This design comes from an exercise in tuning for small area on the open sky130 flow, not from production work. In this exercise RTL edits were held to simulation tests only and were not proved equivalent to the original. With no activity given, the tool overestimates toggling in this design, so its power and IR-drop figures are unreliable.

==> run a <==
Design rgb_to_ycrcb, start of the top module:
module rgb_to_ycrcb(input clk,
	input [7:0] r,
	input [7:0] g,
	input [7:0] b,
	output [7:0] y,
	output [7:0] cr,
	output [7:0] cb);
Settings: LEC_CHECK=0, CAP_MARGIN=20, CORE_MARGIN=2, CORE_UTILIZATION=70, PLACE_DENSITY=0.8, SLEW_MARGIN=20, SYNTH_HIERARCHICAL=1, SYNTH_MINIMUM_KEEP_SIZE=0; clock period 5.0 ns.
standard.sh (not shown) runs the stock make flow with config.mk's settings and CLKGATE_MAP_FILE= SYNTH_SCRIPT=/design/flow/synth_recipe.tcl, a recipe that flattens the netlist after the stock synthesis.
==> flow/flow/run.sh <==
#!/bin/bash
bash standard.sh "BUFFER_PORTS_ARGS=-buffer_cell sky130_fd_sc_hd__buf_1" \
  "CTS_ARGS=-sink_clustering_enable -repair_clock_nets -dont_use_dummy_load -buf_list {sky130_fd_sc_hd__clkbuf_8 sky130_fd_sc_hd__clkbuf_16} -sink_clustering_size 45 -sink_clustering_max_diameter 200" \
  finish > standard.log 2>&1
==> inputs of run b, as changes to run a <==
==> flow/flow/run.sh (replaced) <==
#!/bin/bash
bash standard.sh "BUFFER_PORTS_ARGS=-buffer_cell sky130_fd_sc_hd__buf_1" \
  "CTS_ARGS=-sink_clustering_enable -repair_clock_nets -dont_use_dummy_load -root_buf sky130_fd_sc_hd__clkbuf_16 -buf_list sky130_fd_sc_hd__clkbuf_4 -sink_clustering_size 10 -sink_buffer_max_cap_derate 1.0" \
  finish > standard.log 2>&1
==> inputs of run c, as changes to run a <==
==> flow/flow/run.sh (replaced) <==
#!/bin/bash
bash standard.sh "BUFFER_PORTS_ARGS=-buffer_cell sky130_fd_sc_hd__buf_1" \
  "CTS_ARGS=-sink_clustering_enable -repair_clock_nets -dont_use_dummy_load -buf_list {sky130_fd_sc_hd__clkbuf_4 sky130_fd_sc_hd__clkbuf_8} -sink_clustering_size 20" \
  finish > standard.log 2>&1
==> qor summary <==
Clk pwr share: run c 0.064; run a 0.064; run b 0.090
Combinational gate power: run c 4.02 mW; run a 4.02 mW; run b 4.19 mW
Setup slack, reg-to-reg: run c 500 ps; run a 500 ps; run b 490 ps
Arrival @ worst endpoint: run c 4800 ps; run a 4800 ps; run b 4940 ps
Clock net power: run c 0.362 mW; run a 0.362 mW; run b 0.545 mW
Final instance area: run c 5294 um2; run a 5294 um2; run b 5395 um2
Power Dens Cells: run c 1075 nW/um2; run a 1075 nW/um2; run b 1121 nW/um2
Met3 wire length: run c 277 um; run a 277 um; run b 411 um
Internal power of the cells: run c 3.175 mW; run a 3.175 mW; run b 3.365 mW
Clock buf/inv share: run c 0.02340; run a 0.02340; run b 0.04174
Clock skew after layout: run c 36.40 ps; run a 36.40 ps; run b 16.23 ps
Period utilization: run c 0.9194; run a 0.9194; run b 0.9480
Global-route wire length before repair: run c 14010 um; run a 14010 um; run b 15750 um
Outcome: run c finished clean; run a finished clean; run b finished clean
Combinational power share: run c 0.707; run a 0.707; run b 0.693
Worst setup margin: run c 402.9 ps; run a 402.9 ps; run b 260.2 ps
Source-to-sink clock delay at the later pin of the worst-skew pair: run c 350 ps; run a 350 ps; run b 330 ps
Worst IR Drop VDD: run c 0.0007542 V; run a 0.0007542 V; run b 0.0007437 V
Sw Ratio: run c 0.4419; run a 0.4419; run b 0.4436
Fraction of area in registers: run c 0.3290; run a 0.3290; run b 0.3228
Cell leakage power: run c 2.288 nW; run a 2.288 nW; run b 2.334 nW
Detailed-route via count: run c 2498; run a 2498; run b 2648


==> 01-08: inputs <==
Another version of the RTL of rgb_to_ycrcb (not shown whole).
Settings: LEC_CHECK=0, CAP_MARGIN=20, CORE_MARGIN=2, CORE_UTILIZATION=60, CTS_BUF_LIST=sky130_fd_sc_hd__clkbuf_8, CTS_CLUSTER_SIZE=20, SLEW_MARGIN=20, SYNTH_HIERARCHICAL=1, SYNTH_MINIMUM_KEEP_SIZE=0; clock period 5.0 ns.
==> flow/flow/run.sh <==
#!/bin/bash
bash standard.sh "BUFFER_PORTS_ARGS=-buffer_cell sky130_fd_sc_hd__buf_1" finish > standard.log 2>&1
==> inputs of 07-07, as changes to 01-08 <==
==> flow/run.sh (new file) <==
#!/bin/bash
# synth_recipe.tcl (not shown) runs the flow's synth.tcl, then flattens the netlist and writes it again
# the make line also repeats each setting of config.mk as NAME=value (left out here)
make -C /OpenROAD-flow-scripts/flow DESIGN_CONFIG=/design/flow/config.mk WORK_HOME=/design/flow/orfs CLKGATE_MAP_FILE= SYNTH_SCRIPT=/design/flow/synth_recipe.tcl finish
- CORE_UTILIZATION: 60 -> 40
- CTS_BUF_LIST: sky130_fd_sc_hd__clkbuf_8 -> not set
- CTS_CLUSTER_SIZE: 20 -> not set
removed: flow/flow/run.sh
removed: flow/standard.sh
==> impl_metrics.tcl <==
set metrics [dict create \
    seqPwrFrac 0.118 \
    status "no timing/DRC/antenna violations" \
    max_slew_margin 0.7172 \
    die_x_um 122.2 \
    tightestPinTransition_ns 0.4237 \
    fp-row-count 43 \
    cts_resized 1 \
    nNonClkBuffers 59 \
    design_area_mm2 0.006571 \
    p_int_mw 5.114 \
    grtUsageTotal 0.1524 \
    clkCellAreaFrac 0.04798 \
    drt_iter0_drc 105 \
    drive_gt1_frac 0.1145 \
    grt_max_degree 15 \
    power_clock_mw 0.677 \
]
[end of results for 07-07]
==> impl_metrics.tcl <==
set metrics [dict create \
    grt_max_degree 16 \
    power_clock_mw 0.509 \
    grtUsageTotal 0.2131 \
    seqPwrFrac 0.128 \
    fp-row-count 35 \
    clkCellAreaFrac 0.03504 \
    die_x_um 100.5 \
    cts_resized 0 \
    nNonClkBuffers 56 \
    status "no timing/DRC/antenna violations" \
]
[end of results for 01-08]

## separate check: timing with driven ports
In the flow no input, the clock included, has a driving cell. The finished layouts below were timed again as built, in two steps.
Step 1, drivers: a clkbuf_16 drives clk and a buf_2 each remaining input, both assumed.
Step 2 adds t to the input delays and takes it off the output delays; t is the mean of the earliest and latest rising clock arrival at the registers after step 1. Input paths then give back, and output paths get back, about the clock's delay inside the block.
Slacks: ideal / step 1 / step 2; pairs: ideal / step 1.
run | t (ns) | setup slack, ns | latest minus earliest clock arrival (ns) | worst data-port slew with drivers (ns) | cell pins on the clock port's net
run a | 0.363 | 0.403 / 0.404 / 0.040 | 0.037 / 0.037 | 0.04 | 1
run b | 0.355 | 0.260 / 0.266 / -0.090 | 0.017 / 0.017 | 0.04 | 1
run c | 0.363 | 0.403 / 0.404 / 0.040 | 0.037 / 0.037 | 0.04 | 1
01-08 | 0.392 | 0.261 / 0.261 / 0.261 | 0.013 / 0.013 | 0.04 | 1
07-07 | 0.374 | 0.184 / 0.184 / 0.184 | 0.011 / 0.011 | 0.03 | 1
With both steps, setup timing fails in run b, where it was met with ideal ports.
